From an optimization exercise on the open Yosys and OpenROAD flow, aimed at small area, a short achievable clock period and few clock cycles per item; shortcuts taken in it are not production practice.
RTL that was checked went through simulation tests only; none was proved equivalent to the original.

==> inputs of job 8424 <==
==> flow/design.v <==
module sort_pipe #(
parameter DATA_WIDTH='d8
)(
input                         clk,
input                         rst_n,
input                         client_val,
input [(8*DATA_WIDTH)-1:0]    client_data,
output reg                    client_rdy,
input                         sort_rdy,
output reg                    sort_val,
output reg [8*DATA_WIDTH-1:0] sort_data
);
localparam W = DATA_WIDTH;
function gt8(input [7:0] a, input [7:0] b);
   reg [7:0] g1, e1;
   reg [3:0] g2, e2;
   reg [1:0] g3, e3;
   integer n;
   begin
      g1 = a & ~b;
      e1 = ~(a ^ b);
      for (n = 0; n < 4; n = n + 1) begin
         g2[n] = g1[2*n+1] | (e1[2*n+1] & g1[2*n]);
         e2[n] = e1[2*n+1] & e1[2*n];
      end
      for (n = 0; n < 2; n = n + 1) begin
         g3[n] = g2[2*n+1] | (e2[2*n+1] & g2[2*n]);
         e3[n] = e2[2*n+1] & e2[2*n];
      end
      gt8 = g3[1] | (e3[1] & g3[0]);
   end
endfunction
function [2:0] cnt7(input [6:0] v);
   reg s1, c1, s2, c2, c3;
   begin
      s1 = v[0] ^ v[1] ^ v[2];
      c1 = (v[0] & v[1]) | (v[2] & (v[0] ^ v[1]));
      s2 = v[3] ^ v[4] ^ v[5];
      c2 = (v[3] & v[4]) | (v[5] & (v[3] ^ v[4]));
      cnt7[0] = s1 ^ s2 ^ v[6];
      c3 = (s1 & s2) | (v[6] & (s1 ^ s2));
      cnt7[1] = c1 ^ c2 ^ c3;
      cnt7[2] = (c1 & c2) | (c3 & (c1 ^ c2));
   end
endfunction
reg       g [0:7][0:7];    
reg [6:0] b;
reg [2:0] rank_in [0:7];
integer i, j, n;
always @(*) begin
   for (i = 0; i < 8; i = i + 1)
      for (j = 0; j < 8; j = j + 1)
         g[i][j] = 1'b0;
   for (i = 0; i < 8; i = i + 1)
      for (j = i + 1; j < 8; j = j + 1)
         g[i][j] = gt8(client_data[W*i +: W], client_data[W*j +: W]);
   for (i = 0; i < 8; i = i + 1) begin
      n = 0;
      b = 7'd0;
      for (j = 0; j < 8; j = j + 1)
         if (j != i) begin
            b[n] = (j > i) ? g[i][j] : ~g[j][i];
            n = n + 1;
         end
      rank_in[i] = cnt7(b);
   end
end
reg [8*W-1:0] x;
reg [23:0]    r;
reg           vld;
wire adv = ~vld | sort_rdy;
always @(posedge clk or negedge rst_n) begin
   if (~rst_n) vld <= 1'b0;
   else if (adv) vld <= client_val;
end
always @(posedge clk) begin
   if (adv) begin
      x <= client_data;
      for (i = 0; i < 8; i = i + 1) r[3*i +: 3] <= rank_in[i];
   end
end
reg [W-1:0] o;
integer k;
always @(*) begin
   sort_val   = vld;
   client_rdy = adv;
   for (k = 0; k < 8; k = k + 1) begin
      o = {W{1'b0}};
      for (i = 0; i < 8; i = i + 1)
         o = o | (x[W*i +: W] & {W{r[3*i +: 3] == k}});
      sort_data[W*(7-k) +: W] = o;
   end
end
endmodule
==> flow/run.sh <==
#!/bin/bash
# synth_recipe.tcl (not shown) runs the flow's synth.tcl, then flattens the netlist and writes it again
# the make line also repeats each setting of config.mk as NAME=value (left out here)
make -C /OpenROAD-flow-scripts/flow DESIGN_CONFIG=/design/flow/config.mk WORK_HOME=/design/flow/orfs CLKGATE_MAP_FILE= SYNTH_SCRIPT=/design/flow/synth_recipe.tcl finish
==> flow/config.mk <==
export PLATFORM = sky130hd
export DESIGN_NAME = sort_pipe
export DESIGN_NICKNAME = sort_pipe
export VERILOG_FILES = /design/flow/design.v
export SDC_FILE = /design/flow/constraint.sdc
export NUM_CORES = 4
export LEC_CHECK = 0
export CAP_MARGIN = 20
export CORE_MARGIN = 2
export CORE_UTILIZATION = 40
export PLACE_DENSITY = 0.6
export SLEW_MARGIN = 20
==> flow/constraint.sdc <==
create_clock -name core_clock -period 3.0 [get_ports {clk}]
set_input_delay 0.6000 -clock core_clock [delete_from_list [all_inputs] [get_ports {clk}]]
set_output_delay 0.6000 -clock core_clock [all_outputs]
set_load 0.01 [all_outputs]
==> job 5157 (differences from job 8424) <==
==> flow/design.v (replaced) <==
module sort_pipe #(
parameter DATA_WIDTH='d8
)(
input                         clk,
input                         rst_n,
input                         client_val,
input [(8*DATA_WIDTH)-1:0]    client_data,
output reg                    client_rdy,
input                         sort_rdy,
output reg                    sort_val,
output reg [8*DATA_WIDTH-1:0] sort_data
);
localparam W = DATA_WIDTH;
function gt8(input [7:0] a, input [7:0] b);
   reg [7:0] g1, l1;
   reg [3:0] g2, l2;
   reg [1:0] g3, l3;
   integer n;
   begin
      g1 = a & ~b;
      l1 = ~a & b;
      for (n = 0; n < 4; n = n + 1) begin
         g2[n] = g1[2*n+1] | (~l1[2*n+1] & g1[2*n]);
         l2[n] = l1[2*n+1] | (~g1[2*n+1] & l1[2*n]);
      end
      for (n = 0; n < 2; n = n + 1) begin
         g3[n] = g2[2*n+1] | (~l2[2*n+1] & g2[2*n]);
         l3[n] = l2[2*n+1] | (~g2[2*n+1] & l2[2*n]);
      end
      gt8 = g3[1] | (~l3[1] & g3[0]);
   end
endfunction
function [7:1] therm7(input [6:0] v);
   reg [6:0] s;
   reg       lo;
   begin
      s = v;
      lo = s[0] & s[6]; s[6] = s[0] | s[6]; s[0] = lo;
      lo = s[2] & s[3]; s[3] = s[2] | s[3]; s[2] = lo;
      lo = s[4] & s[5]; s[5] = s[4] | s[5]; s[4] = lo;
      lo = s[0] & s[2]; s[2] = s[0] | s[2]; s[0] = lo;
      lo = s[1] & s[4]; s[4] = s[1] | s[4]; s[1] = lo;
      lo = s[3] & s[6]; s[6] = s[3] | s[6]; s[3] = lo;
      lo = s[0] & s[1]; s[1] = s[0] | s[1]; s[0] = lo;
      lo = s[2] & s[5]; s[5] = s[2] | s[5]; s[2] = lo;
      lo = s[3] & s[4]; s[4] = s[3] | s[4]; s[3] = lo;
      lo = s[1] & s[2]; s[2] = s[1] | s[2]; s[1] = lo;
      lo = s[4] & s[6]; s[6] = s[4] | s[6]; s[4] = lo;
      lo = s[2] & s[3]; s[3] = s[2] | s[3]; s[2] = lo;
      lo = s[4] & s[5]; s[5] = s[4] | s[5]; s[4] = lo;
      lo = s[1] & s[2]; s[2] = s[1] | s[2]; s[1] = lo;
      lo = s[3] & s[4]; s[4] = s[3] | s[4]; s[3] = lo;
      lo = s[5] & s[6]; s[6] = s[5] | s[6]; s[5] = lo;
      therm7 = {s[0], s[1], s[2], s[3], s[4], s[5], s[6]};
   end
endfunction
function [2:0] cnt7(input [6:0] v);
   reg [7:1] t;
   begin
      t = therm7(v);
      cnt7[2] = t[4];
      cnt7[1] = (t[2] & ~t[4]) | t[6];
      cnt7[0] = ((v[0] ^ v[1]) ^ (v[2] ^ v[4])) ^ ((v[3] ^ v[5]) ^ v[6]);
   end
endfunction
integer i, j, k, n;
reg [2:0] vld;
wire adv = ~vld[2] | sort_rdy;
always @(posedge clk or negedge rst_n) begin
   if (~rst_n) vld <= 3'b0;
   else if (adv) vld <= {vld[1:0], client_val};
end
always @(*) begin
   sort_val   = vld[2];
   client_rdy = adv;
end
reg [63:0] gi;
always @(*) begin
   gi = 64'd0;
   for (i = 0; i < 8; i = i + 1)
      for (j = i + 1; j < 8; j = j + 1)
         gi[8*i+j] = gt8(client_data[W*i +: W], client_data[W*j +: W]);
end
reg [8*W-1:0] x1, x2;
reg [63:0]    g;
reg [23:0]    r;
reg [6:0]  brank1;
reg [23:0] rank1;
always @(*)
   for (i = 0; i < 8; i = i + 1) begin
      n = 0;
      brank1 = 7'd0;
      for (j = 0; j < 8; j = j + 1)
         if (j != i) begin
            brank1[n] = (j > i) ? g[8*i+j] : ~g[8*j+i];
            n = n + 1;
         end
      rank1[3*i +: 3] = cnt7(brank1);
   end
reg [8*W-1:0] srt;
reg [W-1:0]   o;
always @(*)
   for (k = 0; k < 8; k = k + 1) begin
      o = {W{1'b0}};
      for (i = 0; i < 8; i = i + 1)
         o = o | (x2[W*i +: W] & {W{r[3*i +: 3] == k}});
      srt[W*(7-k) +: W] = o;
   end
always @(posedge clk)
   if (adv) begin
      x1        <= client_data;
      g         <= gi;
      x2        <= x1;
      r         <= rank1;
      sort_data <= srt;
   end
endmodule
==> flow/flow/run.sh (new file) <==
#!/bin/bash
# The standard layout, with two changes: the ports get plain buf_1 buffers
# (not the default delay buffers), and timing repair may resize a cell to any
# footprint (so those port buffers can grow where a path needs it).
set -euo pipefail
bash standard.sh MATCH_CELL_FOOTPRINT=0 "BUFFER_PORTS_ARGS=-buffer_cell sky130_fd_sc_hd__buf_1" finish > standard_flow.log 2>&1
==> flow/standard.sh (new file) <==
#!/bin/bash
# synth_recipe.tcl (not shown) runs the flow's synth.tcl, then flattens the netlist and writes it again
# the make line also repeats each setting of config.mk as NAME=value (left out here)
make -C /OpenROAD-flow-scripts/flow DESIGN_CONFIG=/design/flow/config.mk WORK_HOME=/design/flow/orfs CLKGATE_MAP_FILE= SYNTH_SCRIPT=/design/flow/synth_recipe.tcl "${@:-finish}"
ABC_AREA = 1   (was not set)
CORE_UTILIZATION = 60   (was 40)
PLACE_DENSITY = 0.75   (was 0.6)
SETUP_SLACK_MARGIN = 1.3   (was not set)
removed: flow/run.sh
==> job 5355 (differences from job 8424) <==
--- a/flow/design.v
+++ b/flow/design.v
@@ -12,22 +12,22 @@
 );
 localparam W = DATA_WIDTH;
 function gt8(input [7:0] a, input [7:0] b);
-   reg [7:0] g1, e1;
-   reg [3:0] g2, e2;
-   reg [1:0] g3, e3;
+   reg [7:0] g1, l1;
+   reg [3:0] g2, l2;
+   reg [1:0] g3, l3;
    integer n;
    begin
       g1 = a & ~b;
-      e1 = ~(a ^ b);
+      l1 = ~a & b;
       for (n = 0; n < 4; n = n + 1) begin
-         g2[n] = g1[2*n+1] | (e1[2*n+1] & g1[2*n]);
-         e2[n] = e1[2*n+1] & e1[2*n];
+         g2[n] = g1[2*n+1] | (~l1[2*n+1] & g1[2*n]);
+         l2[n] = l1[2*n+1] | (~g1[2*n+1] & l1[2*n]);
       end
       for (n = 0; n < 2; n = n + 1) begin
-         g3[n] = g2[2*n+1] | (e2[2*n+1] & g2[2*n]);
-         e3[n] = e2[2*n+1] & e2[2*n];
+         g3[n] = g2[2*n+1] | (~l2[2*n+1] & g2[2*n]);
+         l3[n] = l2[2*n+1] | (~g2[2*n+1] & l2[2*n]);
       end
-      gt8 = g3[1] | (e3[1] & g3[0]);
+      gt8 = g3[1] | (~l3[1] & g3[0]);
    end
 endfunction
 function [2:0] cnt7(input [6:0] v);
@@ -43,23 +43,21 @@
       cnt7[2] = (c1 & c2) | (c3 & (c1 ^ c2));
    end
 endfunction
-reg       g [0:7][0:7];    
+integer i, j, k, n;
 reg [6:0] b;
-reg [2:0] rank_in [0:7];
-integer i, j, n;
+reg [63:0] gi;    
+reg [2:0]  rank_in [0:7];
 always @(*) begin
-   for (i = 0; i < 8; i = i + 1)
-      for (j = 0; j < 8; j = j + 1)
-         g[i][j] = 1'b0;
+   gi = 64'd0;
    for (i = 0; i < 8; i = i + 1)
       for (j = i + 1; j < 8; j = j + 1)
-         g[i][j] = gt8(client_data[W*i +: W], client_data[W*j +: W]);
+         gi[8*i+j] = gt8(client_data[W*i +: W], client_data[W*j +: W]);
    for (i = 0; i < 8; i = i + 1) begin
       n = 0;
       b = 7'd0;
       for (j = 0; j < 8; j = j + 1)
          if (j != i) begin
-            b[n] = (j > i) ? g[i][j] : ~g[j][i];
+            b[n] = (j > i) ? gi[8*i+j] : ~gi[8*j+i];
             n = n + 1;
          end
       rank_in[i] = cnt7(b);
@@ -79,15 +77,19 @@
       for (i = 0; i < 8; i = i + 1) r[3*i +: 3] <= rank_in[i];
    end
 end
+reg [7:0] sel [0:7];    
+always @(*)
+   for (i = 0; i < 8; i = i + 1)
+      for (k = 0; k < 8; k = k + 1)
+         sel[i][k] = r[3*i +: 3] == k;
 reg [W-1:0] o;
-integer k;
 always @(*) begin
    sort_val   = vld;
    client_rdy = adv;
    for (k = 0; k < 8; k = k + 1) begin
       o = {W{1'b0}};
       for (i = 0; i < 8; i = i + 1)
-         o = o | (x[W*i +: W] & {W{r[3*i +: 3] == k}});
+         o = o | (x[W*i +: W] & {W{sel[i][k]}});
       sort_data[W*(7-k) +: W] = o;
    end
 end
==> comparison table <==
quantity	job 8424	job 5355	job 5157
Resized cells post-CTS	302	249	26
Initial antenna violation count	0	0	1
Startpoint types	input pin	input pin	register
Data required time at the worst endpoint	3060 ps	3080 ps	3390 ps
Average routed wire per standard cell	24.43 um	26.06 um	23.72 um
Mean instance size in the synthesized netlist	9.004 um^2	8.175 um^2	7.272 um^2
Status	finished with violations	finished with violations	timing/DRC/antenna clean
Layout check failures	negative setup slack	negative setup slack	-
Number of enable-type register cells in the synthesized netlist	88	88	244
Syn. warnings	3	3	1
Die outline width	169.8 um	160.0 um	168.2 um
Number of design-rule violations left by the first detailed-router iteration	1,490	1,844	3,108
WP depth	13	13	6
Total via count in the routed design	11,820	12,260	18,160
Largest driver fanout on the critical path	3	7	8
Post-synthesis simple-gate area fraction	15.01%	15.73%	31.00%
Number of buffers inserted during clock tree synthesis	9	9	26
Wire length on met2	21,740 um	22,750 um	29,270 um
Clock-pin slew on the worst setup and hold paths	70 ps	70 ps	60 ps
R2R depth	2	2	6
Multi-input combinational cell count	957	898	1,670
Testbench counts of job 5157, summed over its fixed seeds: cycles 16,024, items 16,000.
Only the layout flow was run in job 8424 and job 5355; the RTL was not checked for function there.

-- what the ideal ports hide --
How much do the figures lean on ideal ports? The routed layouts below were timed once more, with nothing changed but the port constraints. Step 1 (the two cells are an assumption about what drives the block):
set clk [get_ports {clk}]
set_driving_cell -lib_cell sky130_fd_sc_hd__clkbuf_16 $clk
set_driving_cell -lib_cell sky130_fd_sc_hd__buf_2 [delete_from_list [all_inputs] $clk]
Step 2 adds t to the input delays and takes it off the output delays; t is the mean of the earliest and latest rising clock arrival at the registers after step 1. Input paths then give back, and output paths get back, about the clock's delay inside the block. a / b / c = ideal ports / drivers / drivers and shift; a / b = the first two.
| run | t (ns) | setup slack, ns | latest minus earliest clock arrival (ns) | worst slew at a driven data input, ns |
|---|---|---|---|---|
| job 8424 | 0.365 | -0.318 / -0.328 / -0.694 | 0.016 / 0.015 | 0.07 |
| job 5157 | 0.604 | 1.184 / 1.155 / 0.722 | 0.020 / 0.020 | 0.07 |
| job 5355 | 0.381 | -0.747 / -0.754 / -1.135 | 0.009 / 0.009 | 0.08 |
For job 5157, which loses most, drivers alone change the setup slack by -0.029 ns; drivers and shift together by -0.462 ns.
